Context: an optimization exercise on an open-source flow, tuned for small area, a short achievable clock period and few clock cycles per item. The choices shown serve that exercise and are no tape-out recipe.
Where RTL was checked, it was by simulation tests only, not by an equivalence proof against the original.
For runs 1, 4 and 5, only the layout was checked, not whether the RTL still works.
Power and IR drop assume default switching activity.

<file path="design/flow/design.v">
`timescale 1ns / 1ps
module SequentialNonrestoringDivider128Bit(
    input  [127:0] dividend_q,
    input  [127:0] divisor_m,
    input          clk,
    input          reset_n,
    output [127:0] quotient,
    output [127:0] remainder,
    output         done
    );
    reg [127:0] r;       
    reg [127:0] q;       
    reg [7:0]   cnt;     
    reg         skip;    
    wire [15:0] nz;
    wire [15:0] hi;
    genvar k;
    generate
        for (k = 0; k < 16; k = k + 1) begin : g_nz
            assign nz[k] = |divisor_m[8*k+7:8*k];
        end
        for (k = 0; k < 16; k = k + 1) begin : g_hi
            if (k == 15) begin : g_top
                assign hi[k] = 1'b0;
            end else begin : g_or
                assign hi[k] = |nz[15:k+1];
            end
        end
    endgenerate
    wire [127:0] a  = {r[126:0], q[127]};
    wire [127:0] g0 = a & ~divisor_m;
    wire [127:0] p0 = a | ~divisor_m;
    wire [127:0] x0 = a ^ ~divisor_m;
    wire [127:0] gl [0:7];
    wire [127:0] pl [0:7];
    assign gl[0] = {g0[127:1], a[0] | ~divisor_m[0]};      
    assign pl[0] = p0;
    genvar l, i;
    generate
        for (l = 0; l < 7; l = l + 1) begin : g_lvl
            for (i = 0; i < 128; i = i + 1) begin : g_bit
                if ((i >> l) & 1) begin : g_node
                    assign gl[l+1][i] = gl[l][i] | (pl[l][i] & gl[l][((i >> l) << l) - 1]);
                    assign pl[l+1][i] = pl[l][i] & pl[l][((i >> l) << l) - 1];
                end else begin : g_pass
                    assign gl[l+1][i] = gl[l][i];
                    assign pl[l+1][i] = pl[l][i];
                end
            end
        end
    endgenerate
    wire [127:0] diff = {x0[127:1] ^ gl[7][126:0], a[0] ^ divisor_m[0]};
    wire         qbit = r[127] | gl[7][127];
    always @(posedge clk or negedge reset_n) begin
        if (!reset_n)
            cnt <= 8'd0;
        else if (!cnt[7])
            cnt <= skip ? cnt + 8'd8 : cnt + 8'd1;
    end
    wire         step  = reset_n & ~cnt[7] & ~skip;
    wire         shift = reset_n & ~cnt[7] & skip;
    wire         hold  = reset_n & cnt[7];
    wire         take  = step & qbit;
    wire [127:0] r_alt = ({128{step}}  & {r[126:0], q[127]}) |
                         ({128{shift}} & {r[119:0], q[127:120]}) |
                         ({128{hold}}  & r);
    wire [127:0] r_nxt = take ? diff : r_alt;
    always @(posedge clk)
        r <= r_nxt;
    wire [127:0] q_nxt = ({128{~reset_n}} & dividend_q) |
                         ({128{step}}     & {q[126:0], qbit}) |
                         ({128{shift}}    & {q[119:0], 8'd0}) |
                         ({128{hold}}     & q);
    always @(posedge clk)
        q <= q_nxt;
    always @(posedge clk) begin
        if (!reset_n)
            skip <= |divisor_m[127:8];
        else if (!cnt[7])
            skip <= skip & hi[cnt[6:3] + 4'd1];
    end
    assign done      = cnt[7];
    assign quotient  = q;
    assign remainder = r;
endmodule
</file>
<file path="design/flow/flow/run.sh">
#!/bin/bash
# The standard layout, except that the input and output ports are buffered with
# buf_1 cells (resizable later) instead of the delay buffer buffer_ports picks.
set -euo pipefail
export BUFFER_PORTS_ARGS="-buffer_cell sky130_fd_sc_hd__buf_1"
bash standard.sh > standard_flow.log 2>&1
</file>
<file path="design/flow/standard.sh">
#!/bin/bash
# synth_recipe.tcl (not shown) runs the flow's synth.tcl, then flattens the netlist and writes it again
# the make line also repeats each setting of config.mk as NAME=value (left out here)
make -C /OpenROAD-flow-scripts/flow DESIGN_CONFIG=/design/flow/config.mk WORK_HOME=/design/flow/orfs CLKGATE_MAP_FILE= SYNTH_SCRIPT=/design/flow/synth_recipe.tcl "${@:-finish}"
</file>
<file path="design/flow/config.mk">
export PLATFORM = sky130hd
export DESIGN_NAME = SequentialNonrestoringDivider128Bit
export DESIGN_NICKNAME = SequentialNonrestoringDivider128Bit
export VERILOG_FILES = /design/flow/design.v
export SDC_FILE = /design/flow/constraint.sdc
export NUM_CORES = 4
export LEC_CHECK = 0
export CAP_MARGIN = 20
export CORE_MARGIN = 2
export CORE_UTILIZATION = 60
export CTS_BUF_LIST = sky130_fd_sc_hd__clkbuf_8
export SETUP_SLACK_MARGIN = 2.0
export SLEW_MARGIN = 20
</file>
<file path="design/flow/constraint.sdc">
create_clock -name core_clock -period 5.5 [get_ports {clk}]
set_input_delay 1.1000 -clock core_clock [delete_from_list [all_inputs] [get_ports {clk}]]
set_output_delay 1.1000 -clock core_clock [all_outputs]
set_load 0.01 [all_outputs]
</file>
==> reports/qor.txt, run 1 <==
CTS Sinks - 265
Chip Height - 196 µm
RSZ-0062 raised after global routing - true
initial antenna violation count - 10
Routed Antenna Nets - 0
Synth area leader - dfxtp_1
CP Launch Type - primary input
core footprint - 36500 µm²
Critical R2R Launch - r[45]$_DFF_P_
vias in the first global route - 21100
Ports - 515
Syn Inst Count - 2857
final instance area - 26700 µm²
Post-synth EDFFs - 1
WL per Instance - 19.8 µm
PortBufs - 514
worst r2r dst - r[25]$_DFF_P_
via count - 22300
WP data required - 6.03 ns
Routed WL - 76900 µm
Post-Syn Nets - 3377
hold_buf cts - 0
Die ar. - 38500 µm²
Total Routing Usage GR - 36.5%
Max-Cap Viols - 0
run status - complete, no violations
Max Fanout on Critical Path - 6
Yosys warnings - 1
r2r setup slk - 1.51 ns
initial DRC count - 1498
clock skew - 0.0242 ns
min Tclk post-route - 4.08 ns
worst slew pin tran - 1.05 ns
Num CTS Buffers - 49
crit path to - r[25]$_DFF_P_
max-slew violations - 0
crit path from - divisor_m[46]
via density per instance - 5.73
drc violations - 0
TNS Setup - 0 ns
Worst-Skew Late Latency - 0.62 ns
Cell variety after synth - 67
synthesis-stage register bit count - 265
pwr/cell area - 298 nW/µm²
first-pass GRT wire length - 113000 µm
final hold violations - 0
row cnt - 70
slew margin rel. - 29.5%
Arrival @ worst endpoint - 4.61 ns
H-tree depth - 2
Layout Nets - 3897
Peak VDD IR - 0.296 mV
largest net degree at the start of global routing - 216
Mean Syn Cell Area - 7.77 µm²
Pre-antenna DRT Iters - 5
Final setup viols - 0
Main synth FF type - dfxtp_1
Die X - 196 µm
type of destination of the critical path - flip-flop
clk root buf - clkbuf_8
CTS tree - done
Reg2Reg Depth - 17
FMAX - 245 MHz
CTS clock-pin slew for the worst setup and hold paths - 0.06 ns
P_leak - 12.4 nW
placed cell areas - 24400 µm²
Synth top area share - 23.1%
Total Power - 7.97 mW
grt total ovfl - 0
Final Util - 73.2%
Synth Cell Area - 22200 µm²
Hold WS - 0.478 ns
starting density of the core - 60.8%
maximum clock path buffer count - 3
register area share after synthesis - 24.1%
crit path kind - in -> reg
hold crit path type - reg -> reg
area grow syn2layout - 20.5%
Synth area leaders - dfxtp_1 23%, ha_1 14%, mux2i_1 14%
post-route clock period utilization - 74.1%
share of layout cells above drive strength 1 - 8.85%
gpl congestion - 0.969
Async SR Flop Fraction - 3.02%
Final HPWL DP - 54500 µm
state kept, by name, indices dropped and copies added (netlist names), named ones only:
| signal | cells |
|---|---|
| q | 128 |
| r | 128 |
| cnt | 6 |
| skip | 1 |
where the power goes:
| group | leakage, nW | internal (mW) | switching (mW) |
|---|---|---|---|
| registers | 2.22 | 2.35 | 0.625 |
| clock network | 0.584 | 1.03 | 0.909 |
| logic | 9.65 | 1.21 | 1.84 |
Yosys cell counts (23+ instances only):
cell and instances:
a21oi_1 101, o21ai_0 273, o21bai_1 23, inv_1 338, clkbuf_1 104, ha_1 255, mux2_2 54, nor2_1 116
nor4_1 36, mux2i_1 307, a22oi_1 75, xnor2_1 52, xor2_1 68, nand2_1 538, dfxtp_1 256
cell usage in the layout, fill, tap and decap left out, types with 16 or more instances in the layout:
master and count:
nand2_1 536, buf_1 507, inv_1 358, mux2i_1 306, o21ai_0 268, ha_1 252
dfxtp_1 252, nor2_1 113, a21oi_1 93, a22oi_1 74, xor2_1 67, clkbuf_8 63
mux2_2 54, xnor2_1 51, buf_4 45, nor4_1 35, o21bai_1 21, buf_6 21
nor3_1 16
layout make-up:
| class | instances | area [µm²] |
|---|---|---|
| fillers | 3037 | 9790 |
| clock buffers | 63 | 867 |
| inverters | 338 | 1270 |
| well taps | 468 | 586 |
| flip-flops and latches | 265 | 5360 |
| diodes | 12 | 30.0 |
| clock inverters | 24 | 124 |
| multi-input cells | 2115 | 15300 |
| repair buffers | 608 | 3180 |
routing by layer:
layer | wire (µm) | track usage (%) | up-vias
li1 | - | - | 10700
met1 | 30200 | 43.7 | 10400
met2 | 36800 | 62.7 | 933
met3 | 5940 | 7.03 | 242
met4 | 3940 | 17.8 | 6
met5 | 36 | 0 | -
how the worst min path moves through the flow:
| stage | from | end | depth (start not counted) |
|---|---|---|---|
| 2_1_floorplan | cnt[0]$_DFFE_PN0N_ | cnt[0]$_DFFE_PN0N_ | 1 |
| 3_3_place_gp | q[104]$_DFF_P_ | q[112]$_DFF_P_ | 2 |
| 3_5_place_dp | q[98]$_DFF_P_ | q[106]$_DFF_P_ | 2 |
| 4_1_cts | q[98]$_DFF_P_ | q[106]$_DFF_P_ | 2 |
| 5_1_grt | q[40]$_DFF_P_ | q[48]$_DFF_P_ | 2 |
| 6_report | q[85]$_DFF_P_ | q[93]$_DFF_P_ | 2 |
timing repair:
item                       CTS  global route
setup buffers               13            42
pin swaps                   16            33
gates resized for setup     32            93
cloned                       2            19
setup endpoints to repair  129           130
kinds of logic (layout without fill, tap and decap cells):
| group | count (synthesis) | after routing | synth area share [%] |
|---|---|---|---|
| other cells | 0 | 12 | 0 |
| flops | 265 | 265 | 24.1 |
| buf+inv | 478 | 1033 | 8.56 |
| simple gates | 799 | 799 | 15.3 |
| xor+xnor | 120 | 120 | 4.74 |
| fa+ha+maj | 262 | 262 | 15.0 |
| compound gates | 570 | 571 | 15.6 |
| mux | 363 | 363 | 16.7 |
critical path: stages:
cell       delay [ns]
buf_1            0.12
ha_1             0.28
nor4_1           0.61
nand3_1          0.19
nor2_1           0.27
inv_1            0.07
o211ai_1         0.32
a31o_4           0.18
a21oi_4          0.09
nor4_4           0.23
nor2_4           0.08
o21ai_4          0.21
a21oi_4          0.15
buf_12           0.16
clkbuf_16        0.16
clkbuf_16        0.17
mux2i_1          0.20
per-stage QoR:
step           setup slack, ns  cells
2_1_floorplan             1.26   2857
3_3_place_gp             0.551   3718
3_5_place_dp             0.559   3718
4_1_cts                   1.54   3820
5_1_grt                   1.31   3886
6_report                  1.42   3893
==> run 2, diff against run 1 <==
--- a/design/flow/design.v
+++ b/design/flow/design.v
@@ -29,12 +29,11 @@
     endgenerate
     wire [127:0] a  = {r[126:0], q[127]};
     wire [127:0] g0 = a & ~divisor_m;
-    wire [127:0] p0 = a | ~divisor_m;
     wire [127:0] x0 = a ^ ~divisor_m;
     wire [127:0] gl [0:7];
     wire [127:0] pl [0:7];
     assign gl[0] = {g0[127:1], a[0] | ~divisor_m[0]};      
-    assign pl[0] = p0;
+    assign pl[0] = x0;                            
     genvar l, i;
     generate
         for (l = 0; l < 7; l = l + 1) begin : g_lvl
==> reports/qor.txt, run 2 <==
run status - complete, no violations
Net Sw Power - 3.31 mW (-2.1%)
Total Routing Usage GR - 40.7% (+4.2 points)
Async SR Flop Fraction - 3.02% (unchanged)
vias in the first global route - 20100 (-4.5%)
slew margin rel. - 25.3% (-4.1 points)
CTS Sinks - 265 (unchanged)
worst hold stages - 2 (unchanged)
type of destination of the critical path - flip-flop
Post-Syn Nets - 2936 (-13%)
Clk network pwr share - 24.2% (about the same)
Hold Crit Start - q[44]$_DFF_P_
core footprint - 32300 µm² (-12%)
WL per Instance - 21.3 µm (+8.0%)
PortBufs - 514 (unchanged)
Die ar. - 34000 µm² (-12%)
initial DRC count - 1777 (+19%)
Yosys warnings - 1 (unchanged)
Cell variety after synth - 70 (+4.5%)
count leader, synth - nand2_1
P_leak - 10.5 nW (-15%)
Max-Cap Viols - 0 (unchanged)
Synth area leader - dfxtp_1
Ports - 515 (unchanged)
drc violations - 0 (unchanged)
grt total ovfl - 0 (unchanged)
starting density of the core - 60.4% (-0.38 points)
max-slew violations - 0 (unchanged)
RSZ-0062 raised after global routing - true
Max Fanout on Critical Path - 9 (+3)
Peak VDD IR - 0.331 mV (+12%)
Routed Antenna Nets - 0 (unchanged)
Pre-antenna DRT Iters - 6 (+1)
Final HPWL DP - 49500 µm (-9.2%)
via density per instance - 6.21 (+8.4%)
sequential share of power - 37.6% (+0.3 points)
Pint - 4.45 mW (-3.1%)
via count - 21800 (-2.5%)
Arrival @ worst endpoint - 4.43 ns (-0.18 ns)
Synth Cell Area - 19500 µm² (-12%)
H-tree depth - 2 (unchanged)
clk root buf - clkbuf_8
Chip Height - 184 µm (-6.1%)
Num CTS Buffers - 48 (-2.0%)
worst r2r dst - r[87]$_DFF_P_
Post-synth EDFFs - 1 (unchanged)
clock skew - 0.0256 ns (+0.00134 ns)
hold_buf cts - 0 (unchanged)
largest net degree at the start of global routing - 157 (-27%)
Synth area leaders - dfxtp_1 26%, mux2i_1 9.3%, ha_1 8.3%
Main synth FF type - dfxtp_1
Die X - 184 µm (-6.1%)
gpl congestion - 0.972 (+0.31%)
Reg2Reg Depth - 18 (+1)
maximum clock path buffer count - 3 (unchanged)
Critical R2R Launch - q[127]$_DFF_P_
Mean Syn Cell Area - 7.67 µm² (-1.3%)
Final setup viols - 0 (unchanged)
final hold violations - 0 (unchanged)
hold crit path type - reg -> reg
crit path kind - in -> reg
Layout Nets - 3418 (-12%)
WP data required - 5.98 ns (-0.05 ns)
CTS clock-pin slew for the worst setup and hold paths - 0.06 ns (about the same)
commonest non-fill, non-tap cell in the layout - buf_1
Worst-Skew Late Latency - 0.59 ns (-0.03 ns)
pwr/cell area - 319 nW/µm² (+7.0%)
TNS Setup - 0 ns (unchanged)
row cnt - 66 (-5.7%)
sw frac - 42.6% (+0.25 points)
initial antenna violation count - 11 (+1)
Hold EP - q[52]$_DFF_P_
CP Launch Type - primary input
Synth top area share - 26.3% (+3.2 points)
synthesis-stage register bit count - 265 (unchanged)
register area share after synthesis - 27.5% (+3.3 points)
commonest cells in the netlist - 429 x nand2_1, 313 x o21ai_0, 256 x dfxtp_1
commonest cells after routing, fill and taps aside - 509 x buf_1, 428 x nand2_1, 275 x o21ai_0
Syn Inst Count - 2542 (-11%)
area grow syn2layout - 24.8%
CTS tree - done
share of layout cells above drive strength 1 - 12.0% (+3.1 points)
placed cell areas - 21900 µm² (-10%)
Routed WL - 74700 µm (-2.8%)
combinational power share - 38.2% (about the same)
largest registers - q x128, r x128, cnt x6
min Tclk post-route - 3.94 ns (-0.133 ns)
FMAX - 254 MHz (+3.4%)
post-route clock period utilization - 71.7% (-2.4 points)
first-pass GRT wire length - 110000 µm (-3.0%)
r2r setup slk - 1.70 ns (+0.19 ns)
final instance area - 24300 µm² (-9.0%)
worst slew pin tran - 1.12 ns (+0.0716 ns)
[run 2: cell count changes after synthesis, moves of 73 or more]
cell and delta:
inv_1 -180, nand3_1 +142, ha_1 -126, mux2i_1 -126, nand2_1 -109, o21ai_1 +85, nor2_1 -73
[run 2: worst max-delay path by stage]
| stage | endpoint | from | cells past startpoint |
|---|---|---|---|
| 3_5_place_dp | r[25]$_DFF_P_ | divisor_m[35] | 16 |
| 5_1_grt | r[110]$_DFF_P_ | divisor_m[0] | 16 |
| 6_report | r[87]$_DFF_P_ | divisor_m[45] | 18 |
| 2_1_floorplan | r[109]$_DFF_P_ | divisor_m[0] | 16 |
| 4_1_cts | r[113]$_DFF_P_ | divisor_m[0] | 17 |
| 3_3_place_gp | r[62]$_DFF_P_ | divisor_m[35] | 16 |
[run 2: cell families after synthesis]
| logic type | synth area share (%) |
|---|---|
| buf+inv | 6.61 |
| fa+ha+maj | 9.00 |
| xor+xnor | 4.85 |
| mux | 12.5 |
| simple gates | 17.6 |
| flops | 27.5 |
| compound gates | 21.9 |
[run 2: worst max-delay path, cell delays in order]
cell and delay (ns):
buf_2 0.11, inv_2 0.05, ha_4 0.24, and2_1 0.17
a221o_1 0.35, a221oi_2 0.31, o22ai_1 0.15, nor3_2 0.21
o2bb2ai_2 0.13, or2_4 0.26, o211ai_4 0.23, a21oi_4 0.10
o211ai_4 0.21, buf_12 0.19, buf_16 0.18, buf_16 0.15
nand3_1 0.08, o21ai_1 0.17
[run 2: metrics by stage]
step / hold slack [ns] / utilization, % / worst slack (ns) / cells / power [mW]
floorplan: 0.469 / - / 1.50 / 2542 / 4.83
global placement: 0.460 / 67.6 / 0.761 / 3363 / 5.70
detailed placement: 0.462 / 67.7 / 0.680 / 3364 / 5.78
CTS: 0.472 / 73.4 / 1.72 / 3480 / 7.65
global route: 0.499 / 75.4 / 1.52 / 3500 / 8.18
finish: 0.473 / 75.4 / 1.56 / 3502 / 7.76
[run 2: cell type report]
type | instances | area (µm²)
antenna | 7 | 17.5
tap | 442 | 553
timing repair buffer | 583 | 3130
clock inverter | 19 | 92.6
sequential | 265 | 5360
fill | 2580 | 7950
multi-input combinational | 1968 | 13800
clock buffer | 60 | 826
inverter | 158 | 593
[run 2: power by group through the flow]
stage          Combinational (mW)  Clock, mW  Sequential [mW]
3_5_place_dp                 2.86          0             2.92
3_3_place_gp                 2.79          0             2.91
5_1_grt                      3.25       1.96             2.96
2_1_floorplan                1.98          0             2.85
6_report                     2.97       1.87             2.92
4_1_cts                      2.89       1.88             2.89
[run 2: timing repair]
| item | CTS | global route |
|---|---|---|
| gates cloned | 17 | 6 |
| pin swaps | 16 | 14 |
| setup buffers | 20 | 9 |
| gates resized for setup | 78 | 95 |
| setup endpoints to repair | 129 | 129 |
[run 2: metal layers]
layer  global-route usage, %  part of all wire, %  wire length [µm]  vias up
li1                        -                    -                 -    10000
met1                    48.2                   37             27700    10100
met2                    65.0                   45             33700     1206
met3                    9.84                  9.6              7210      396
met4                    28.4                  8.1              6050       12
met5                       0                 0.10                77        -
Testbench counts of run 2, summed over its fixed seeds: cycles 29,684, items 384.
==> run 3, diff against run 2 <==
--- a/design/flow/config.mk
+++ b/design/flow/config.mk
@@ -9,5 +9,5 @@
 export CORE_MARGIN = 2
 export CORE_UTILIZATION = 60
 export CTS_BUF_LIST = sky130_fd_sc_hd__clkbuf_8
-export SETUP_SLACK_MARGIN = 2.0
+export SETUP_SLACK_MARGIN = 2.5
 export SLEW_MARGIN = 20
==> reports/qor.txt, run 3 <==
run status - complete, no violations
Routed Antenna Nets - 0 (unchanged)
pwr/cell area - 317 nW/µm² (-0.46%)
worst hold stages - 2 (unchanged)
Synth Cell Area - 19500 µm² (unchanged)
commonest non-fill, non-tap cell in the layout - buf_1
max-slew violations - 0 (unchanged)
Worst-Skew Late Latency - 0.59 ns (about the same)
hold crit path type - reg -> reg
Final HPWL DP - 49500 µm (unchanged)
Total Routing Usage GR - 40.7% (about the same)
worst r2r dst - r[89]$_DFF_P_
TNS Setup - 0 ns (unchanged)
worst slew pin tran - 0.983 ns (-0.137 ns)
clk root buf - clkbuf_8
H-tree depth - 2 (unchanged)
row cnt - 66 (unchanged)
CP Launch Type - primary input
core footprint - 32300 µm² (unchanged)
Pre-antenna DRT Iters - 5 (-1)
slew margin rel. - 34.4% (+9.1 points)
Post-Syn Nets - 2936 (unchanged)
register area share after synthesis - 27.5% (unchanged)
vias in the first global route - 20100 (+0.070%)
Arrival @ worst endpoint - 4.40 ns (-0.03 ns)
grt total ovfl - 0 (unchanged)
clock skew - 0.0274 ns (+0.00186 ns)
largest net degree at the start of global routing - 157 (unchanged)
r2r setup slk - 1.69 ns (about the same)
Final Util - 75.8% (+0.40 points)
commonest cells after routing, fill and taps aside - 507 x buf_1, 428 x nand2_1, 276 x o21ai_0
CTS tree - done
CTS Sinks - 265 (unchanged)
Chip Height - 184 µm (unchanged)
Mean Syn Cell Area - 7.67 µm² (unchanged)
initial antenna violation count - 11 (unchanged)
starting density of the core - 60.4% (unchanged)
Max Fanout on Critical Path - 9 (unchanged)
drc violations - 0 (unchanged)
CTS clock-pin slew for the worst setup and hold paths - 0.07 ns (about the same)
via count - 21700 (-0.15%)
Max-Cap Viols - 0 (unchanged)
Reg2Reg Depth - 18 (unchanged)
Yosys warnings - 1 (unchanged)
Post-synth EDFFs - 1 (unchanged)
final hold violations - 0 (unchanged)
via density per instance - 6.20 (-0.23%)
Synth top area share - 26.3% (unchanged)
Critical R2R Launch - q[127]$_DFF_P_
synthesis-stage register bit count - 265 (unchanged)
Ports - 515 (unchanged)
commonest cells in the netlist - 429 x nand2_1, 313 x o21ai_0, 256 x dfxtp_1
maximum clock path buffer count - 3 (unchanged)
Peak VDD IR - 0.343 mV (+3.4%)
WP data required - 6.02 ns (+0.04 ns)
post-route clock period utilization - 70.7% (-1.1 points)
Hold EP - q[52]$_DFF_P_
Die ar. - 34000 µm² (unchanged)
type of destination of the critical path - flip-flop
Syn Inst Count - 2542 (unchanged)
Layout Nets - 3421 (+0.088%)
Synth area leader - dfxtp_1
Synth area leaders - dfxtp_1 26%, mux2i_1 9.3%, ha_1 8.3%
area grow syn2layout - 25.5%
P_leak - 10.6 nW (+0.45%)
gpl congestion - 0.972 (unchanged)
first-pass GRT wire length - 110000 µm (about the same)
largest registers - q x128, r x128, cnt x6
Num CTS Buffers - 48 (unchanged)
Main synth FF type - dfxtp_1
FMAX - 257 MHz (+1.5%)
count leader, synth - nand2_1
min Tclk post-route - 3.89 ns (-0.0584 ns)
Final setup viols - 0 (unchanged)
RSZ-0062 raised after global routing - true
PortBufs - 514 (unchanged)
Die X - 184 µm (unchanged)
Hold Crit Start - q[44]$_DFF_P_
Cell variety after synth - 70 (unchanged)
share of layout cells above drive strength 1 - 12.6% (+0.68 points)
Async SR Flop Fraction - 3.02% (unchanged)
initial DRC count - 1775 (-0.11%)
crit path kind - in -> reg
Routed WL - 74700 µm (about the same)
WL per Instance - 21.3 µm (about the same)
[run 3: cell counts after synthesis]
No cell type changed its count.
[run 3: how the worst max path moves through the flow]
stage | from | endpoint | slack, ns | depth (start not counted)
after floorplan | divisor_m[0] | r[109]$_DFF_P_ | 1.50 | 16
after global placement | divisor_m[35] | r[62]$_DFF_P_ | 0.76 | 16
after detailed placement | divisor_m[35] | r[25]$_DFF_P_ | 0.68 | 16
after CTS | divisor_m[0] | r[113]$_DFF_P_ | 1.73 | 17
after global routing | divisor_m[0] | r[110]$_DFF_P_ | 1.50 | 16
final | divisor_m[45] | r[76]$_DFF_P_ | 1.61 | 18
[run 3: routing by layer]
metal	global-route usage, %	routed length [µm]
met1	48.2	27900
met2	65.1	33800
met3	9.84	7040
met4	28.4	5950
met5	0	77
[run 3: area by class of cell]
type,instances,area [µm²]
clock buffer,60,826
antenna,7,17.5
sequential,265,5360
inverter,158,593
timing repair buffer,586,3180
multi-input combinational,1968,13800
tap,442,553
clock inverter,19,92.6
fill,2542,7820
[run 3: worst max-delay path, cell delays in order]
cell and delay (ns):
buf_2 0.11, inv_2 0.05, ha_4 0.25, and2_4 0.16, a221o_1 0.35, a221oi_2 0.31, o22ai_1 0.15, nor3_2 0.20
o2bb2ai_2 0.13, or2_4 0.26, o211ai_4 0.23, a21oi_4 0.11, o211ai_4 0.21, buf_12 0.18, buf_16 0.18, clkbuf_16 0.20
nand3_2 0.08, o21ai_1 0.13
[run 3: power breakdown]
group          internal, mW  switching (mW)
clock network         0.977           0.899
logic                  1.16            1.81
registers              2.32           0.599
[run 3: kinds of logic (layout without fill, tap and decap cells)]
| logic type | after synthesis | after routing | synth area share, % |
|---|---|---|---|
| XOR/XNOR | 108 | 108 | 4.85 |
| multiplexers | 237 | 237 | 12.5 |
| AO/OA/AOI/OAI | 720 | 720 | 21.9 |
| AND/OR/NAND/NOR | 767 | 767 | 17.6 |
| buffers and inverters | 309 | 823 | 6.61 |
| other | 0 | 7 | 0 |
| flip-flops | 265 | 265 | 27.5 |
| adder cells (fa/ha/maj) | 136 | 136 | 9.00 |
[run 3: what timing repair did]
action	CTS	global route
hold buffers	0	0
gates cloned	17	7
setup endpoints to repair	129	157
buffers inserted	22	9
gates resized for setup	81	116
pin swaps	17	18
[run 3: through the flow]
| step | std cells | hold WS [ns] | total power [mW] | area, µm² | setup slack, ns |
|---|---|---|---|---|---|
| 2_1_floorplan | 2542 | 0.469 | 4.83 | 19800 | 1.50 |
| 3_3_place_gp | 3363 | 0.460 | 5.70 | 21800 | 0.761 |
| 3_5_place_dp | 3364 | 0.462 | 5.78 | 21900 | 0.680 |
| 4_1_cts | 3482 | 0.472 | 7.65 | 23700 | 1.73 |
| 5_1_grt | 3503 | 0.499 | 8.18 | 24500 | 1.50 |
| 6_report | 3505 | 0.473 | 7.76 | 24500 | 1.61 |
==> run 4, diff against run 3 <==
==> design/flow/design.v (replaced) <==
`timescale 1ns / 1ps
module SequentialNonrestoringDivider128Bit(
    input  [127:0] dividend_q,
    input  [127:0] divisor_m,
    input          clk,
    input          reset_n,
    output [127:0] quotient,
    output [127:0] remainder,
    output         done
    );
    reg [128:0] r;       
    reg [127:0] q;       
    reg [7:0]   cnt;     
    reg         skip;    
    wire [15:0] nz;
    wire [15:0] hi;
    genvar k;
    generate
        for (k = 0; k < 16; k = k + 1) begin : g_nz
            assign nz[k] = |divisor_m[8*k+7:8*k];
        end
        for (k = 0; k < 16; k = k + 1) begin : g_hi
            if (k == 15) begin : g_top
                assign hi[k] = 1'b0;
            end else begin : g_or
                assign hi[k] = |nz[15:k+1];
            end
        end
    endgenerate
    wire fix = cnt[7];       
    wire sub = ~r[128];      
    wire [128:0] a  = fix ? r : {r[127:0], q[127]};
    wire [128:0] b  = {sub, divisor_m ^ {128{sub}}};
    wire [128:0] g0 = a & b;
    wire [128:0] p0 = a | b;
    wire [128:0] x0 = a ^ b;
    wire [127:0] gl [0:7];
    wire [127:0] pl [0:7];
    assign gl[0] = {g0[127:1], g0[0] | (p0[0] & sub)};   
    assign pl[0] = p0[127:0];
    genvar l, i;
    generate
        for (l = 0; l < 7; l = l + 1) begin : g_lvl
            for (i = 0; i < 128; i = i + 1) begin : g_bit
                if ((i >> l) & 1) begin : g_node
                    assign gl[l+1][i] = gl[l][i] | (pl[l][i] & gl[l][((i >> l) << l) - 1]);
                    assign pl[l+1][i] = pl[l][i] & pl[l][((i >> l) << l) - 1];
                end else begin : g_pass
                    assign gl[l+1][i] = gl[l][i];
                    assign pl[l+1][i] = pl[l][i];
                end
            end
        end
    endgenerate
    wire [128:0] sum = x0 ^ {gl[7], sub};
    always @(posedge clk or negedge reset_n) begin
        if (!reset_n)
            cnt <= 8'd0;
        else if (!cnt[7])
            cnt <= skip ? cnt + 8'd8 : cnt + 8'd1;
    end
    always @(posedge clk) begin
        if (!reset_n) begin
            r    <= 129'd0;
            q    <= dividend_q;
            skip <= |divisor_m[127:8];
        end else if (!cnt[7]) begin
            if (skip) begin
                {r, q} <= {r[120:0], q, 8'd0};
                skip   <= hi[cnt[6:3] + 4'd1];
            end else begin
                r    <= sum;
                q    <= {q[126:0], ~sum[128]};
                skip <= 1'b0;
            end
        end else if (r[128]) begin
            r <= sum;
        end
    end
    assign done      = cnt[7] & ~r[128];
    assign quotient  = q;
    assign remainder = r[127:0];
endmodule
--- a/design/flow/config.mk
+++ b/design/flow/config.mk
@@ -7,7 +7,7 @@
 export LEC_CHECK = 0
 export CAP_MARGIN = 20
 export CORE_MARGIN = 2
-export CORE_UTILIZATION = 60
+export CORE_UTILIZATION = 50
 export CTS_BUF_LIST = sky130_fd_sc_hd__clkbuf_8
-export SETUP_SLACK_MARGIN = 2.5
+export SETUP_SLACK_MARGIN = 2.0
 export SLEW_MARGIN = 20
==> reports/qor.txt, run 4 <==
run status - complete, no violations
combinational power share - 63.4% (+25 points)
Main synth FF type - edfxtp_1
post-synthesis mux area share - 10.9% (-1.6 points)
Arrival @ worst endpoint - 4.72 ns (+0.32 ns)
critical path depth - 18 (unchanged)
Crit path max-delay family - compound AO/OA/AOI/OAI gates
gpl congestion - 0.913 (-6.1%)
max-slew violations - 0 (unchanged)
FMAX - 238 MHz (-7.7%)
largest net degree at the start of global routing - 241 (+54%)
CTS tree - done
pwr/cell area - 581 nW/µm² (+83%)
Final Util - 61.0% (-15 points)
Routed Antenna Nets - 0 (unchanged)
CP peak stage delay - 0.50 ns (+0.15 ns)
min Tclk post-route - 4.21 ns (+0.322 ns)
Net Sw Power - 8.22 mW (+150%)
r2r setup slk - 1.29 ns (-0.40 ns)
Total Routing Usage GR - 32.4% (-8.3 points)
Worst-Skew Late Latency - 0.66 ns (+0.07 ns)
Pint - 8.58 mW (+93%)
PortBufs - 514 (unchanged)
register area share after synthesis - 27.9% (+0.46 points)
Mean Syn Cell Area - 8.60 µm² (+12%)
Layout Nets - 3717 (+8.7%)
RSZ-0062 raised after global routing - true
count leader, synth - inv_1
post-synthesis adder-cell area fraction - 14.0% (+5.0 points)
worst hold stages - 1 (-1)
# fillers - 4302 (+69%)
Synth Cell Area - 23800 µm² (+22%)
slew margin rel. - 28.4% (-6.0 points)
grt total ovfl - 0 (unchanged)
Yosys warnings - 1 (unchanged)
Final HPWL DP - 59400 µm (+20%)
crit path kind - reg -> reg
CP Launch Type - flip-flop
sequential share of power - 24.0% (-14 points)
Synth top area share - 16.3% (-10 points)
Cell variety after synth - 78 (+11%)
type of destination of the critical path - flip-flop
xor and xnor fraction of the mapped netlist area - 8.86% (+4.0 points)
initial antenna violation count - 11 (unchanged)
worst r2r dst - r[71]$_SDFFE_PN0N_
Final setup viols - 0 (unchanged)
Syn Inst Count - 2773 (+9.1%)
Chip Height - 222 µm (+21%)
Ports - 515 (unchanged)
WP buf/inv - 5 (unchanged)
Clk network pwr share - 12.6% (-12 points)
Max Fanout on Critical Path - 9 (unchanged)
area grow syn2layout - 21.2%
clock skew - 0.0375 ns (+0.0101 ns)
Die ar. - 49400 µm² (+46%)
share of layout cells above drive strength 1 - 12.9% (+0.24 points)
final hold violations - 0 (unchanged)
critical path's slowest cell - dfrtp_4
drc violations - 0 (unchanged)
commonest non-fill, non-tap cell in the layout - buf_1
synthesis-stage register bit count - 266 (+0.38%)
CP Cell Sequence - buf_12 -> buf_4 -> mux2i_2 -> ha_2 -> nor2_1 -> a221o_1 -> a221o_1 -> a311oi_2 -> o211a_1 -> o21ai_4 -> buf_12 -> buf_8 -> buf_6 -> a21oi_4 -> o21bai_4 -> a221oi_2 -> xor2_1 -> o22ai_1
via density per instance - 5.77 (-6.9%)
fin cells - 3864 (+10%)
main combinational cell family by area after synthesis - compound AO/OA/AOI/OAI gates
WP data required - 6.01 ns (about the same)
Hold EP - cnt[0]$_DFFE_PN0N_
commonest cells after routing, fill and taps aside - 513 x buf_1, 357 x inv_1, 261 x a21oi_1
H-tree depth - 2 (unchanged)
hold crit path type - reg -> reg
TNS Setup - 0 ns (unchanged)
vias in the first global route - 21800 (+8.3%)
Post-Syn Nets - 3293 (+12%)
sw frac - 48.9% (+6.3 points)
Max-Cap Viols - 0 (unchanged)
max reg flops - 129
largest registers - r x129, q x128, cnt x6
largest reg by FF count - r
via count - 22300 (+2.6%)
placed cell count - 3666 (+9.0%)
Post-synth EDFFs - 129 (+128)
starting density of the core - 50.3% (-10 points)
Async SR Flop Fraction - 3.01% (-0.011 points)
clk root buf - clkbuf_8
CTS Sinks - 266 (+0.38%)
first-pass GRT wire length - 126000 µm (+15%)
initial DRC count - 1557 (-12%)
Hold Crit Start - cnt[0]$_DFFE_PN0N_
simple-gate share of the synthesized area - 9.67% (-8.0 points)
Die X - 222 µm (+21%)
Critical R2R Launch - cnt[7]$_DFF_PN0_
P_leak - 13.8 nW (+30%)
post-route clock period utilization - 76.5% (+5.9 points)
hold_buf cts - 0 (unchanged)
Reg2Reg Depth - 18 (unchanged)
row cnt - 80 (+21%)
Synth area leader - edfxtp_1
Pre-antenna DRT Iters - 7 (+2)
Hold WS - 0.508 ns (+0.0346 ns)
Peak VDD IR - 0.504 mV (+47%)
maximum clock path buffer count - 3 (unchanged)
CTS clock-pin slew for the worst setup and hold paths - 0.07 ns (about the same)
Synth Area in Compound Gates - 17.1% (-4.8 points)
commonest cells in the netlist - 338 x inv_1, 313 x a21oi_1, 257 x mux2i_1
WL per Instance - 21.7 µm (+1.8%)
Routed WL - 83900 µm (+12%)
Num CTS Buffers - 54 (+13%)
core footprint - 47300 µm² (+47%)
Synth area leaders - edfxtp_1 16%, ha_1 13%, dfxtp_1 11%
worst slew pin tran - 1.07 ns (+0.0905 ns)
[run 4: changes by cell type after synthesis, moves of 85 or more]
cell      previous run  this run
nand2_1            429       108
o21ai_0            313        37
a21oi_1             91       313
inv_1              158       338
nor2_1              43       217
nand3_1            154        16
edfxtp_1             1       129
dfxtp_1            256       129
buf_4                2       128
ha_1               129       255
o21ai_1             85         0
[run 4: cell families (layout without fill, tap and decap cells)]
family,count (synthesis),in the layout
and+or+nand+nor,498,498
DFF,266,266
AOI/OAI and AO/OA,643,643
buffers and inverters,604,1071
adders and majority gates,262,262
xor gates and xnor gates,241,241
other,0,9
muxes,259,259
[run 4: metrics by stage]
| stage | cell area (µm²) | setup slack [ns] | power [mW] |
|---|---|---|---|
| floorplan | 24100 | 1.38 | 10.6 |
| global placement | 25600 | 0.569 | 12.6 |
| detailed placement | 25600 | 0.475 | 12.7 |
| CTS | 27800 | 1.35 | 15.8 |
| global route | 28900 | 1.19 | 17.9 |
| finish | 28900 | 1.29 | 16.8 |
[run 4: worst register-to-register path: stages (launching register included)]
cell      delay [ns]
dfrtp_4         0.50
buf_12          0.15
buf_4           0.20
mux2i_2         0.22
ha_2            0.25
nor2_1          0.07
a221o_1         0.35
a221o_1         0.38
a311oi_2        0.26
o211a_1         0.21
o21ai_4         0.07
buf_12          0.15
buf_8           0.13
buf_6           0.11
a21oi_4         0.30
o21bai_4        0.13
a221oi_2        0.27
xor2_1          0.18
o22ai_1         0.13
[run 4: final cells by class]
type	count	area, µm²	share of cell area (%)
sequential	266	6660	23.1
clock inverter	40	263	0.909
clock buffer	59	812	2.81
antenna	9	22.5	0.0779
timing repair buffer	632	3250	11.3
multi-input combinational	1903	15800	54.8
tap	615	769	2.66
inverter	340	1290	4.47
[run 4: layer usage]
layer,vias to the layer above,global-route usage [%],routed length [µm]
met3,197,6.56,6130
li1,10400,-,-
met2,878,53.0,39500
met5,-,0,27
met4,4,15.7,3810
met1,10800,40.9,34400
[run 4: how the worst max path moves through the flow]
stage                     slack (ns)            endpoint        startpoint
after global routing            1.19      q[0]$_DFFE_PP_  cnt[7]$_DFF_PN0_
after floorplan                 1.38  r[95]$_SDFFE_PN0N_     divisor_m[38]
final                           1.29  r[71]$_SDFFE_PN0N_  cnt[7]$_DFF_PN0_
after detailed placement        0.47      q[0]$_DFFE_PP_  cnt[7]$_DFF_PN0_
after CTS                       1.35      q[0]$_DFFE_PP_  cnt[7]$_DFF_PN0_
after global placement          0.57      q[0]$_DFFE_PP_  cnt[7]$_DFF_PN0_
[run 4: repair_timing]
item | 4_1_cts | 5_1_grt
setup endpoints to repair | 119 | 117
setup buffers | 52 | 35
pin swaps | 75 | 90
cloned | 1 | 2
resized for setup | 117 | 159
[run 4: power by group through the flow]
stage | combinational [mW] | sequential (mW) | clock, mW
final | 10.6 | 4.03 | 2.12
after global routing | 11.6 | 4.10 | 2.24
after CTS | 9.61 | 3.98 | 2.16
after detailed placement | 8.65 | 4.08 | 0
after global placement | 8.51 | 4.07 | 0
after floorplan | 7.04 | 3.53 | 0
==> run 5, diff against run 4 <==
==> design/flow/design.v (replaced) <==
`timescale 1ns / 1ps
module SequentialNonrestoringDivider128Bit(
    input  [127:0] dividend_q,
    input  [127:0] divisor_m,
    input          clk,
    input          reset_n,
    output [127:0] quotient,
    output [127:0] remainder,
    output         done
    );
    reg [127:0] r;       
    reg [127:0] q;       
    reg [7:0]   cnt;     
    reg         s16;     
    reg         s4;      
    wire [39:0] h4;
    genvar k;
    generate
        for (k = 0; k < 40; k = k + 1) begin : g_h4
            if (k >= 32) begin : g_top
                assign h4[k] = 1'b0;
            end else begin : g_or
                assign h4[k] = |divisor_m[127:4*k];
            end
        end
    endgenerate
    wire [4:0] t_nxt = cnt[6:2] + (s16 ? 5'd4 : 5'd1);
    wire [127:0] a  = {r[126:0], q[127]};
    wire [127:0] g0 = a & ~divisor_m;
    wire [127:0] p0 = a | ~divisor_m;
    wire [127:0] x0 = a ^ ~divisor_m;
    wire [127:0] gl [0:7];
    wire [127:0] pl [0:7];
    assign gl[0] = {g0[127:1], g0[0] | p0[0]};   
    assign pl[0] = p0;
    genvar l, i;
    generate
        for (l = 0; l < 7; l = l + 1) begin : g_lvl
            for (i = 0; i < 128; i = i + 1) begin : g_bit
                if ((i >> l) & 1) begin : g_node
                    assign gl[l+1][i] = gl[l][i] | (pl[l][i] & gl[l][((i >> l) << l) - 1]);
                    assign pl[l+1][i] = pl[l][i] & pl[l][((i >> l) << l) - 1];
                end else begin : g_pass
                    assign gl[l+1][i] = gl[l][i];
                    assign pl[l+1][i] = pl[l][i];
                end
            end
        end
    endgenerate
    wire [127:0] diff = x0 ^ {gl[7][126:0], 1'b1};
    wire         qbit = r[127] | gl[7][127];
    always @(posedge clk or negedge reset_n) begin
        if (!reset_n)
            cnt <= 8'd0;
        else if (!cnt[7])
            cnt <= s16 ? cnt + 8'd16 : s4 ? cnt + 8'd4 : cnt + 8'd1;
    end
    wire         step  = reset_n & ~cnt[7] & ~s16 & ~s4;
    wire         take  = step & qbit;
    wire [127:0] r_alt = step      ? {r[126:0], q[127]} :
                         ~reset_n  ? 128'd0 :
                         cnt[7]    ? r :
                         s16       ? {r[111:0], q[127:112]} : {r[123:0], q[127:124]};
    wire [127:0] r_nxt = take ? diff : r_alt;
    always @(posedge clk)
        r <= r_nxt;
    always @(posedge clk) begin
        if (!reset_n) begin
            q   <= dividend_q;
            s16 <= |divisor_m[127:16];
            s4  <= |divisor_m[127:4];
        end else if (!cnt[7]) begin
            if (s16 | s4) begin
                q   <= s16 ? {q[111:0], 16'd0} : {q[123:0], 4'd0};
                s16 <= h4[t_nxt + 6'd4];
                s4  <= h4[t_nxt + 6'd1];
            end else begin
                q   <= {q[126:0], qbit};
                s16 <= 1'b0;
                s4  <= 1'b0;
            end
        end
    end
    assign done      = cnt[7];
    assign quotient  = q;
    assign remainder = r;
endmodule
--- a/design/flow/config.mk
+++ b/design/flow/config.mk
@@ -7,7 +7,7 @@
 export LEC_CHECK = 0
 export CAP_MARGIN = 20
 export CORE_MARGIN = 2
-export CORE_UTILIZATION = 50
+export CORE_UTILIZATION = 60
 export CTS_BUF_LIST = sky130_fd_sc_hd__clkbuf_8
 export SETUP_SLACK_MARGIN = 2.0
 export SLEW_MARGIN = 20
==> reports/qor.txt, run 5 <==
run status - complete, no violations
starting density of the core - 60.5% (+10 points)
via count - 26600 (+19%)
sw frac - 45.6% (-3.3 points)
Post-Syn Nets - 3372 (+2.4%)
drc violations - 0 (unchanged)
commonest non-fill, non-tap cell in the layout - buf_1
CP Launch Type - flip-flop
row cnt - 75 (-6.3%)
Synth area leader - edfxtp_1
type of destination of the critical path - flip-flop
Synth area leaders - edfxtp_1 31%, ha_1 13%, mux2i_1 7.4%
commonest cells in the netlist - 331 x inv_1, 330 x nand2_1, 263 x o21ai_0
largest registers - q x128, r x128, cnt x4
Synth top area share - 30.7% (+14 points)
Arrival @ worst endpoint - 4.59 ns (-0.13 ns)
r2r setup slk - 1.46 ns (+0.17 ns)
grt total ovfl - 0 (unchanged)
final hold violations - 0 (unchanged)
slew margin rel. - 14.9% (-14 points)
Die ar. - 43700 µm² (-12%)
pwr/cell area - 371 nW/µm² (-36%)
clk root buf - clkbuf_8
Die X - 209 µm (-5.9%)
CTS clock-pin slew for the worst setup and hold paths - 0.06 ns (about the same)
placed cell areas - 28300 µm² (+10%)
RSZ-0062 raised after global routing - true
min Tclk post-route - 4.04 ns (-0.167 ns)
CTS tree - done
Layout Nets - 4027 (+8.3%)
post-route clock period utilization - 73.5% (-3.0 points)
Final HPWL DP - 66500 µm (+12%)
Mean Syn Cell Area - 8.86 µm² (+3.1%)
final instance area - 33000 µm² (+14%)
Pre-antenna DRT Iters - 6 (-1)
# fillers - 2709 (-37%)
Routed WL - 103000 µm (+22%)
share of layout cells above drive strength 1 - 21.7% (+8.8 points)
smallest setup slack after layout - 1.46 ns (+0.167 ns)
Final setup viols - 0 (unchanged)
Cell variety after synth - 85 (+9.0%)
worst hold stages - 1 (unchanged)
sequential share of power - 29.2% (+5.2 points)
maximum clock path buffer count - 3 (unchanged)
initial DRC count - 2899 (+86%)
commonest cells after routing, fill and taps aside - 496 x buf_1, 337 x inv_1, 273 x nand2_1
gpl congestion - 0.974 (+6.6%)
Max-Cap Viols - 0 (unchanged)
PortBufs - 514 (unchanged)
CTS Sinks - 266 (unchanged)
Critical R2R Launch - r[39]$_DFFE_PP_
crit path kind - reg -> reg
Yosys warnings - 1 (unchanged)
combinational power share - 54.5% (-8.9 points)
WP data required - 6.05 ns (+0.04 ns)
worst slew pin tran - 1.27 ns (+0.192 ns)
Net Sw Power - 5.58 mW (-32%)
Main synth FF type - edfxtp_1
Chip Height - 209 µm (-5.9%)
Syn Inst Count - 2848 (+2.7%)
via density per instance - 6.50 (+13%)
FMAX - 247 MHz (+4.1%)
Worst-Skew Late Latency - 0.71 ns (+0.05 ns)
Pint - 6.65 mW (-22%)
Ports - 515 (unchanged)
worst r2r dst - r[74]$_DFFE_PP_
Async SR Flop Fraction - 3.01% (unchanged)
WL per Instance - 25.1 µm (+15%)
Synth Cell Area - 25200 µm² (+5.9%)
vias in the first global route - 25200 (+16%)
Final Util - 78.9% (+18 points)
hold_buf cts - 0 (unchanged)
Routed Antenna Nets - 0 (unchanged)
Reg2Reg Depth - 14 (-4)
P_leak - 14.0 nW (+1.5%)
TNS Setup - 0 ns (unchanged)
core footprint - 41800 µm² (-12%)
area grow syn2layout - 30.6%
max-slew violations - 0 (unchanged)
Post-synth EDFFs - 258 (+100%)
fin cells - 4094 (+6.0%)
initial antenna violation count - 15 (+4)
Peak VDD IR - 0.263 mV (-48%)
count leader, synth - inv_1
hold crit path type - reg -> reg
H-tree depth - 2 (unchanged)
synthesis-stage register bit count - 266 (unchanged)
largest net degree at the start of global routing - 131 (-46%)
first-pass GRT wire length - 144000 µm (+14%)
Total Routing Usage GR - 42.8% (+10 points)
Num CTS Buffers - 52 (-3.7%)
clock skew - 0.0412 ns (+0.00374 ns)
Clk network pwr share - 16.2% (+3.6 points)
placed cell count - 3794 (+3.5%)
Max Fanout on Critical Path - 5 (-4)
register area share after synthesis - 31.5% (+3.6 points)
post-place setup slack - 0.524 ns (+0.0495 ns)
==> run 5: cell types whose count changed after synthesis, moves of 25 or more <==
cell      before  now
a21oi_1      313  160
a22oi_1       87    2
buf_4        128    1
dfxtp_1      129    0
edfxtp_1     129  258
mux2_2         2  119
mux2i_1      257  186
nand2_1      108  330
nor2_1       217  126
o211ai_1       5   45
o21ai_0       37  263
o22ai_1       35   10
xnor2_1      121   64
xor2_1       120   52
==> run 5: cell families (layout without fill, tap and decap cells) <==
group | after synthesis | after routing | synth area share (%)
muxes | 305 | 305 | 12.7
buffers and inverters | 476 | 1167 | 7.30
AOI/OAI and AO/OA | 742 | 742 | 18.8
adders and majority gates | 266 | 266 | 13.4
DFF | 266 | 266 | 31.5
other | 0 | 14 | 0
xor gates and xnor gates | 116 | 116 | 4.02
and+or+nand+nor | 677 | 679 | 12.3
==> run 5: how the worst max path moves through the flow <==
stage | start | end | slack (ns)
final | r[39]$_DFFE_PP_ | r[74]$_DFFE_PP_ | 1.46
after global routing | r[39]$_DFFE_PP_ | r[74]$_DFFE_PP_ | 1.35
after CTS | divisor_m[0] | r[74]$_DFFE_PP_ | 1.62
after detailed placement | divisor_m[0] | r[74]$_DFFE_PP_ | 0.52
after global placement | divisor_m[0] | r[74]$_DFFE_PP_ | 0.58
after floorplan | divisor_m[0] | r[106]$_DFFE_PP_ | 1.41
==> run 5: layout make-up <==
class	instances	area [µm²]	share of cell area, %
timing repair buffer	744	4700	14.3
multi-input combinational	2108	17400	52.8
antenna	14	35.0	0.106
sequential	266	7950	24.1
tap	539	674	2.05
clock buffer	52	716	2.17
clock inverter	40	233	0.706
inverter	331	1260	3.81
==> run 5: stage by stage <==
step	hold slack [ns]	power, mW
global route	0.560	12.8
floorplan	0.484	7.10
finish	0.531	12.2
detailed placement	0.520	8.72
global placement	0.518	8.58
CTS	0.535	11.4
==> run 5: repair_timing <==
action	4_1_cts	5_1_grt
setup buffers	85	84
endpoints found under the setup margin	132	131
resized for setup	140	235
pin swaps	64	105
cloned	15	9
==> run 5: power groups by stage <==
stage,combinational [mW],sequential [mW],clock [mW]
after floorplan,3.64,3.46,0
final,6.67,3.58,1.98
after detailed placement,5.08,3.63,0
after global routing,7.11,3.59,2.05
after global placement,4.95,3.63,0
after CTS,5.85,3.55,1.97
==> run 5: layer usage <==
layer  vias up  global-route usage (%)  share of wire, %
li1      11600                       -                 -
met1     12600                    50.2                34
met5         -                       0             0.026
met4         4                    30.5               8.3
met2      1884                    69.9                46
met3       559                    9.32                11
==> run 5: critical path, stage by stage, from the launching register on <==
cell,delay [ns]
edfxtp_1,0.57
inv_1,0.14
ha_1,0.24
nor4_2,0.39
nor3b_1,0.39
inv_1,0.21
nor2_2,0.30
o211ai_1,0.19
and3_4,0.22
o21ai_4,0.24
buf_12,0.16
nand2_8,0.07
buf_16,0.21
or4_1,0.47
nand3_1,0.09
==> run 6, diff against run 5 <==
==> design/flow/design.v (replaced) <==
`timescale 1ns / 1ps
module SequentialNonrestoringDivider128Bit(
    input  [127:0] dividend_q,
    input  [127:0] divisor_m,
    input          clk,
    input          reset_n,
    output [127:0] quotient,
    output [127:0] remainder,
    output         done
    );
    reg [127:0] r;       
    reg [127:0] q;       
    reg [7:0]   cnt;     
    reg         s16;     
    reg         s4;      
    wire [39:0] h4;
    assign h4[39:32] = 8'd0;
    genvar k;
    generate
        for (k = 31; k >= 0; k = k - 1) begin : g_h4
            assign h4[k] = h4[k+1] | (|divisor_m[4*k+3:4*k]);
        end
    endgenerate
    wire [4:0] t_nxt = cnt[6:2] + (s16 ? 5'd4 : 5'd1);
    wire [127:0] a  = {r[126:0], q[127]};
    wire [127:0] g0 = a & ~divisor_m;
    wire [127:0] x0 = a ^ ~divisor_m;
    wire [127:0] gl [0:7];
    wire [127:0] pl [0:7];
    assign gl[0] = {g0[127:1], a[0] | ~divisor_m[0]};      
    assign pl[0] = x0;                            
    genvar l, i;
    generate
        for (l = 0; l < 7; l = l + 1) begin : g_lvl
            for (i = 0; i < 128; i = i + 1) begin : g_bit
                if ((i >> l) & 1) begin : g_node
                    assign gl[l+1][i] = gl[l][i] | (pl[l][i] & gl[l][((i >> l) << l) - 1]);
                    assign pl[l+1][i] = pl[l][i] & pl[l][((i >> l) << l) - 1];
                end else begin : g_pass
                    assign gl[l+1][i] = gl[l][i];
                    assign pl[l+1][i] = pl[l][i];
                end
            end
        end
    endgenerate
    wire [127:0] diff = {x0[127:1] ^ gl[7][126:0], a[0] ^ divisor_m[0]};
    wire         qbit = r[127] | gl[7][127];
    always @(posedge clk or negedge reset_n) begin
        if (!reset_n)
            cnt <= 8'd0;
        else if (!cnt[7])
            cnt <= s16 ? cnt + 8'd16 : s4 ? cnt + 8'd4 : cnt + 8'd1;
    end
    wire         run   = reset_n & ~cnt[7];
    wire         step  = run & ~s16 & ~s4;
    wire         sh16  = run & s16;
    wire         sh4   = run & ~s16 & s4;
    wire         hold  = reset_n & cnt[7];
    wire         take  = step & qbit;
    wire [127:0] r_alt = ({128{step}} & {r[126:0], q[127]}) |
                         ({128{sh16}} & {r[111:0], q[127:112]}) |
                         ({128{sh4}}  & {r[123:0], q[127:124]}) |
                         ({128{hold}} & r);
    wire [127:0] r_nxt = take ? diff : r_alt;
    always @(posedge clk)
        r <= r_nxt;
    wire [127:0] q_nxt = ({128{~reset_n}} & dividend_q) |
                         ({128{step}}     & {q[126:0], qbit}) |
                         ({128{sh16}}     & {q[111:0], 16'd0}) |
                         ({128{sh4}}      & {q[123:0], 4'd0}) |
                         ({128{hold}}     & q);
    always @(posedge clk)
        q <= q_nxt;
    always @(posedge clk) begin
        if (!reset_n) begin
            s16 <= |divisor_m[127:16];
            s4  <= |divisor_m[127:4];
        end else if (!cnt[7]) begin
            s16 <= (s16 | s4) & h4[t_nxt + 6'd4];
            s4  <= (s16 | s4) & h4[t_nxt + 6'd1];
        end
    end
    assign done      = cnt[7];
    assign quotient  = q;
    assign remainder = r;
endmodule
==> reports/qor.txt, run 6 <==
WL per Instance - 24.0 µm (-4.2%)
Total Routing Usage GR - 43.2% (+0.33 points)
xor and xnor fraction of the mapped netlist area - 4.22% (+0.20 points)
Synth Cell Area - 20100 µm² (-20%)
largest net degree at the start of global routing - 129 (-1.5%)
area grow syn2layout - 24.8%
via density per instance - 6.97 (+7.3%)
Die X - 187 µm (-10%)
Die ar. - 35000 µm² (-20%)
gpl congestion - 0.992 (+1.8%)
TNS Setup - 0 ns (unchanged)
CTS Sinks - 266 (unchanged)
starting density of the core - 60.5% (about the same)
WP data required - 6.02 ns (-0.03 ns)
WP buf/inv - 4 (unchanged)
Arrival @ worst endpoint - 4.51 ns (-0.08 ns)
drc violations - 0 (unchanged)
post-route clock period utilization - 72.5% (-0.95 points)
initial antenna violation count - 10 (-5)
commonest cells in the netlist - 256 x dfxtp_1, 201 x a22oi_1, 201 x nor2_1
Max Fanout on Critical Path - 6 (+1)
maximum clock path buffer count - 3 (unchanged)
Main synth FF type - dfxtp_1
hold_buf cts - 0 (unchanged)
crit path kind - in -> reg
Routed Antenna Nets - 0 (unchanged)
post-synthesis mux area share - 4.83% (-7.8 points)
Syn Inst Count - 2448 (-14%)
Final HPWL DP - 54800 µm (-18%)
Cell variety after synth - 89 (+4.7%)
Ports - 515 (unchanged)
commonest cells after routing, fill and taps aside - 502 x buf_1, 255 x dfxtp_1, 201 x a22oi_1
simple-gate share of the synthesized area - 11.8% (-0.55 points)
final hold violations - 0 (unchanged)
Layout Nets - 3342 (-17%)
PortBufs - 514 (unchanged)
Mean Syn Cell Area - 8.23 µm² (-7.2%)
critical path's slowest cell - fa_2
Synth top area share - 25.5% (-5.2 points)
hold crit path type - reg -> reg
run status - complete, no violations
post-synthesis adder-cell area fraction - 8.96% (-4.4 points)
row cnt - 67 (-11%)
P_leak - 10.4 nW (-26%)
pwr/cell area - 230 nW/µm² (-38%)
Crit path max-delay family - compound AO/OA/AOI/OAI gates
slew margin rel. - 15.0% (+0.11 points)
Worst-Skew Late Latency - 0.62 ns (-0.09 ns)
RSZ-0062 raised after global routing - true
# fillers - 2580 (-4.8%)
register area share after synthesis - 26.7% (-4.7 points)
min Tclk post-route - 3.99 ns (-0.0522 ns)
largest registers - q x128, r x128, cnt x4
first-pass GRT wire length - 122000 µm (-15%)
CP Cell Sequence - buf_8 -> ha_4 -> fa_2 -> nor2b_4 -> o2111a_2 -> o21ai_4 -> a211oi_4 -> nor2_4 -> a211oi_4 -> o21ai_2 -> a21o_1 -> a211o_1 -> and2_4 -> buf_12 -> buf_12 -> clkbuf_16 -> a31oi_1
core footprint - 33300 µm² (-20%)
Synth area leader - dfxtp_1
Synth area leaders - dfxtp_1 25%, a221oi_1 8.7%, ha_1 8.3%
placed cell count - 3271 (-14%)
grt total ovfl - 0 (unchanged)
FMAX - 251 MHz (+1.3%)
Chip Height - 187 µm (-10%)
worst slew pin tran - 1.26 ns (-0.00169 ns)
CP Launch Type - primary input
Final setup viols - 0 (unchanged)
count leader, synth - dfxtp_1
main combinational cell family by area after synthesis - compound AO/OA/AOI/OAI gates
H-tree depth - 2 (unchanged)
share of layout cells above drive strength 1 - 11.2% (-11 points)
CP peak stage delay - 0.37 ns (-0.20 ns)
max-slew violations - 0 (unchanged)
Max-Cap Viols - 0 (unchanged)
initial DRC count - 3009 (+3.8%)
Synth Area in Compound Gates - 36.7% (+18 points)
vias in the first global route - 22100 (-12%)
Async SR Flop Fraction - 3.01% (unchanged)
Post-synth EDFFs - 2 (-99%)
Num CTS Buffers - 47 (-9.6%)
commonest non-fill, non-tap cell in the layout - buf_1
type of destination of the critical path - flip-flop
via count - 23900 (-10%)
Routed WL - 82400 µm (-20%)
fin cells - 3431 (-16%)
CTS clock-pin slew for the worst setup and hold paths - 0.06 ns (about the same)
CTS tree - done
Final Util - 75.5% (-3.5 points)
Total Power - 5.79 mW (-53%)
Yosys warnings - 1 (unchanged)
Post-Syn Nets - 2846 (-16%)
synthesis-stage register bit count - 266 (unchanged)
Pre-antenna DRT Iters - 7 (+1)
clk root buf - clkbuf_8
clock skew - 0.0372 ns (-0.00400 ns)
Peak VDD IR - 0.210 mV (-20%)
==> run 6: through the flow <==
step / hold WS (ns) / worst slack (ns) / instance area, µm²
finish: 0.517 / 1.51 / 25100
global route: 0.546 / 1.54 / 25100
CTS: 0.521 / 1.74 / 24300
detailed placement: 0.509 / 0.727 / 22400
global placement: 0.511 / 0.785 / 22400
floorplan: 0.485 / 1.42 / 20200
==> run 6: layer usage <==
metal  vias up  track usage (%)  wire [µm]
li1      10500                -          -
met1     11200             53.3      29800
met2      1808             69.2      37300
met3       423             9.91       9810
met4        14             24.7       5490
met5         -                0         91
==> run 6: cell type report <==
| cell class | count | area (µm²) | share of cell area [%] |
|---|---|---|---|
| inverters | 184 | 692 | 2.75 |
| well taps | 448 | 561 | 2.23 |
| clock buffers | 62 | 853 | 3.40 |
| repair buffers | 612 | 3190 | 12.7 |
| multi-input cells | 1833 | 14300 | 57.0 |
| clock inverters | 23 | 109 | 0.433 |
| diodes | 3 | 7.51 | 0.0299 |
| flip-flops and latches | 266 | 5390 | 21.5 |
==> run 6: path summary, 6_finish.rpt <==
path / end / depth (start not counted) / slack [ns] / start
max: r[6]$_DFF_P_ / 17 / 1.51 / divisor_m[0]
min: flip-flop / 1 / 0.52 / flip-flop
max reg2reg: r[6]$_DFF_P_ / 17 / 1.58 / q[127]$_DFF_P_
min reg2reg: flip-flop / 1 / 0.52 / flip-flop
max in group asynchronous: cnt[7]$_DFF_PN0_ / 3 / 3.58 / reset_n
min in group asynchronous: cnt[7]$_DFF_PN0_ / 3 / 1.42 / reset_n
==> run 6: repair_timing <==
item,4_1_cts,5_1_grt
gates resized for setup,95,106
pin swaps,26,32
gates cloned,9,2
endpoints found under the setup margin,131,131
buffers inserted,45,15
==> run 6: where the power goes <==
group,switching [mW],internal (mW)
Combinational,0.844,0.528
Sequential,0.387,2.12
Clock,0.900,1.01
==> run 6: kinds of logic (layout without fill, tap and decap cells) <==
kind of cell	Yosys count	in the layout
AOI/OAI and AO/OA	1022	1022
xor gates and xnor gates	97	97
adders and majority gates	140	140
buffers and inverters	351	881
DFF	266	266
muxes	95	95
other	0	3
and+or+nand+nor	477	479
==> run 6: worst reg2reg max path, cell delays in order (launching register included) <==
cell	delay, ns
dfxtp_4	0.43
inv_1	0.09
ha_4	0.17
fa_2	0.37
nor2b_4	0.13
o2111a_2	0.25
o21ai_4	0.08
a211oi_4	0.36
nor2_4	0.12
a211oi_4	0.35
o21ai_2	0.13
a21o_1	0.22
a211o_1	0.32
and2_4	0.21
buf_12	0.14
buf_12	0.13
clkbuf_16	0.16
a31oi_1	0.17
Testbench counts of run 6, summed over its fixed seeds: cycles 27,948, items 384.
==> run 7, diff against run 6 <==
--- a/design/flow/config.mk
+++ b/design/flow/config.mk
@@ -7,7 +7,7 @@
 export LEC_CHECK = 0
 export CAP_MARGIN = 20
 export CORE_MARGIN = 2
-export CORE_UTILIZATION = 60
+export CORE_UTILIZATION = 65
 export CTS_BUF_LIST = sky130_fd_sc_hd__clkbuf_8
-export SETUP_SLACK_MARGIN = 2.0
+export SETUP_SLACK_MARGIN = 2.5
 export SLEW_MARGIN = 20
==> reports/qor.txt, run 7 <==
run status - failed layout checks
SO Viols - max-capacitance violations, max-slew violations
P_leak - 10.5 nW (+0.68%)
register area share after synthesis - 26.7% (unchanged)
Synth top area share - 25.5% (unchanged)
max-slew violations - 7 (+7)
Num CTS Buffers - 48 (+2.1%)
pwr/cell area - 233 nW/µm² (+0.98%)
largest net degree at the start of global routing - 113 (-12%)
type of destination of the critical path - flip-flop
hold crit path type - reg -> reg
Layout Nets - 3351 (+0.27%)
Main synth FF type - dfxtp_1
vias in the first global route - 23200 (+4.9%)
Post-Syn Nets - 2846 (unchanged)
Total Power - 5.91 mW (+2.2%)
Final HPWL DP - 55100 µm (+0.56%)
PortBufs - 514 (unchanged)
maximum clock path buffer count - 3 (unchanged)
Async SR Flop Fraction - 3.01% (unchanged)
clk root buf - clkbuf_8
Chip Height - 180 µm (-3.8%)
Total Routing Usage GR - 47.9% (+4.7 points)
area grow syn2layout - 26.2%
slew margin rel. - -8.53% (-24 points)
Mean Syn Cell Area - 8.23 µm² (unchanged)
critical path's slowest cell - a31oi_2
Worst-Skew Late Latency - 0.61 ns (about the same)
smallest setup slack after layout - 1.23 ns (-0.283 ns)
min Tclk post-route - 4.27 ns (+0.283 ns)
Ports - 515 (unchanged)
CTS tree - done
gpl congestion - 1.03 (+4.2%)
first-pass GRT wire length - 126000 µm (+3.1%)
worst slew pin tran - 1.61 ns (+0.349 ns)
Final setup viols - 0 (unchanged)
Routed Antenna Nets - 0 (unchanged)
Arrival @ worst endpoint - 4.72 ns (+0.21 ns)
CP peak stage delay - 0.42 ns (+0.05 ns)
Pre-antenna DRT Iters - 12 (+5)
crit path kind - in -> reg
CP Launch Type - primary input
Crit path max-delay family - compound AO/OA/AOI/OAI gates
WP data required - 5.95 ns (-0.07 ns)
starting density of the core - 66.0% (+5.5 points)
commonest cells after routing, fill and taps aside - 507 x buf_1, 255 x dfxtp_1, 199 x a22oi_1
largest registers - q x128, r x128, cnt x4
Die ar. - 32400 µm² (-7.5%)
WP buf/inv - 4 (unchanged)
Peak VDD IR - 0.210 mV (-0.15%)
row cnt - 64 (-4.5%)
Routed WL - 86900 µm (+5.5%)
Yosys warnings - 1 (unchanged)
Synth area leaders - dfxtp_1 25%, a221oi_1 8.7%, ha_1 8.3%
clock skew - 0.0292 ns (-0.00808 ns)
drc violations - 0 (unchanged)
Max-Cap Viols - 2 (+2)
final hold violations - 0 (unchanged)
synthesis-stage register bit count - 266 (unchanged)
post-place setup slack - 0.618 ns (-0.108 ns)
final instance area - 25400 µm² (+1.2%)
initial antenna violation count - 7 (-3)
Max Fanout on Critical Path - 5 (-1)
CP Cell Sequence - buf_1 -> inv_1 -> ha_1 -> and4_1 -> a21oi_1 -> o211ai_1 -> and2_4 -> nor2_4 -> buf_4 -> a2111oi_4 -> buf_4 -> o21ai_1 -> nand2_1 -> fa_1 -> xor2_1 -> a21oi_4 -> a31oi_2
RSZ-0062 raised after global routing - true
Post-synth EDFFs - 2 (unchanged)
grt total ovfl - 0 (unchanged)
placed cell areas - 22300 µm² (-0.33%)
H-tree depth - 2 (unchanged)
post-route clock period utilization - 77.7% (+5.1 points)
Synth area leader - dfxtp_1
initial DRC count - 3989 (+33%)
Crit path top cell by count - buf_4
CTS clock-pin slew for the worst setup and hold paths - 0.06 ns (about the same)
via count - 25000 (+4.7%)
commonest non-fill, non-tap cell in the layout - buf_1
TNS Setup - 0 ns (unchanged)
share of layout cells above drive strength 1 - 12.1% (+0.90 points)
hold_buf cts - 0 (unchanged)
FMAX - 234 MHz (-6.6%)
commonest cells in the netlist - 256 x dfxtp_1, 201 x a22oi_1, 201 x nor2_1
WL per Instance - 25.6 µm (+6.8%)
CTS Sinks - 266 (unchanged)
Cell variety after synth - 89 (unchanged)
Synth Cell Area - 20100 µm² (unchanged)
via density per instance - 7.39 (+5.9%)
Syn Inst Count - 2448 (unchanged)
count leader, synth - dfxtp_1
core footprint - 30500 µm² (-8.3%)
Die X - 180 µm (-3.8%)
[run 7: final cells by class]
| cell class | instances | area (µm²) |
|---|---|---|
| clock buffers | 63 | 867 |
| flip-flops and latches | 266 | 5390 |
| multi-input cells | 1831 | 14500 |
| diodes | 6 | 15.0 |
| clock inverters | 23 | 135 |
| fillers | 1943 | 5090 |
| inverters | 184 | 692 |
| well taps | 396 | 495 |
| repair buffers | 622 | 3310 |
[run 7: path summary, 6_finish.rpt]
check / start / endpoint / slack (ns) / cells after the start
min: flip-flop / flip-flop / 0.55 / 1
max in group asynchronous: reset_n / cnt[7]$_DFF_PN0_ / 4.38 / 2
max reg2reg: r[14]$_DFF_P_ / r[65]$_DFF_P_ / 1.29 / 15
max: divisor_m[13] / r[65]$_DFF_P_ / 1.23 / 17
min reg2reg: flip-flop / flip-flop / 0.55 / 1
min in group asynchronous: reset_n / async pin / 0.65 / 2
[run 7: metrics by stage]
stage / instances / hold slack [ns] / util (%)
2_1_floorplan: 2448 / 0.485 / -
3_3_place_gp: 3222 / 0.511 / 73.1
3_5_place_dp: 3222 / 0.527 / 73.1
4_1_cts: 3357 / 0.539 / 80.3
5_1_grt: 3389 / 0.552 / 83.3
6_report: 3391 / 0.546 / 83.3
[run 7: timing repair]
item | CTS | global route
gates cloned | 10 | 4
gates resized for setup | 129 | 113
pin swaps | 29 | 39
endpoints found under the setup margin | 132 | 228
buffers inserted | 39 | 24
[run 7: kinds of logic (layout without fill, tap and decap cells)]
family          count (synthesis)  after routing  share of synthesized area [%]
simple gates                  477            477                           11.8
buf+inv                       351            892                           6.79
fa+ha+maj                     140            140                           8.96
other cells                     0              6                              0
xor+xnor                       97             97                           4.22
compound gates               1022           1022                           36.7
flops                         266            266                           26.7
mux                            95             95                           4.83
[run 7: layer usage]
metal  global-route usage (%)  part of all wire [%]  wire length [µm]
met1                     56.2                    33             28700
met2                     75.6                    44             38100
met3                     12.1                    14             12100
met4                     35.8                   9.3              8050
met5                        0                 0.012                10
[run 7: report_power, final]
part	internal, mW	leakage (nW)	switching (mW)	total (mW)
Clock	1.07	0.580	0.935	2.01
Combinational	0.518	7.67	0.877	1.40
Sequential	2.12	2.22	0.388	2.51

-- static timing again, ports no longer ideal --
Ports are ideal in the flow. The routed layouts listed here were re-timed in OpenROAD. Step 1 sets driving cells, clkbuf_16 on the clock port and buf_2 on the other inputs (assumed; they add their load-dependent delay and slew). Step 2 times the ports against the registers' clock, not the clock port: input delays grow and output delays shrink by t, the midpoint of the rising clock arrivals with the driver on. Three values: ideal, step 1, step 2; two values: the first two.
run	shift t [ns]	setup WS [ns]	worst setup path at the end	worst register clock-pin slew, ns	cell pins on the clock port's net
run 1	0.659	1.423 / 1.451 / 0.792	input to register	0.06 / 0.06	1
run 2	0.630	1.555 / 1.585 / 0.955	input to register	0.07 / 0.07	1
run 3	0.631	1.614 / 1.641 / 1.010	input to register	0.07 / 0.07	1
run 4	0.697	1.291 / 1.291 / 0.844	input to register	0.07 / 0.07	1
run 5	0.740	1.459 / 1.459 / 0.832	input to register	0.07 / 0.07	1
run 6	0.659	1.511 / 1.527 / 0.868	input to register	0.07 / 0.07	1
run 7	0.651	1.228 / 1.169 / 0.519	input to register	0.07 / 0.07	1
The setup slack of run 7, which loses most, moves by -0.059 ns with the drivers and by -0.709 ns with both steps.
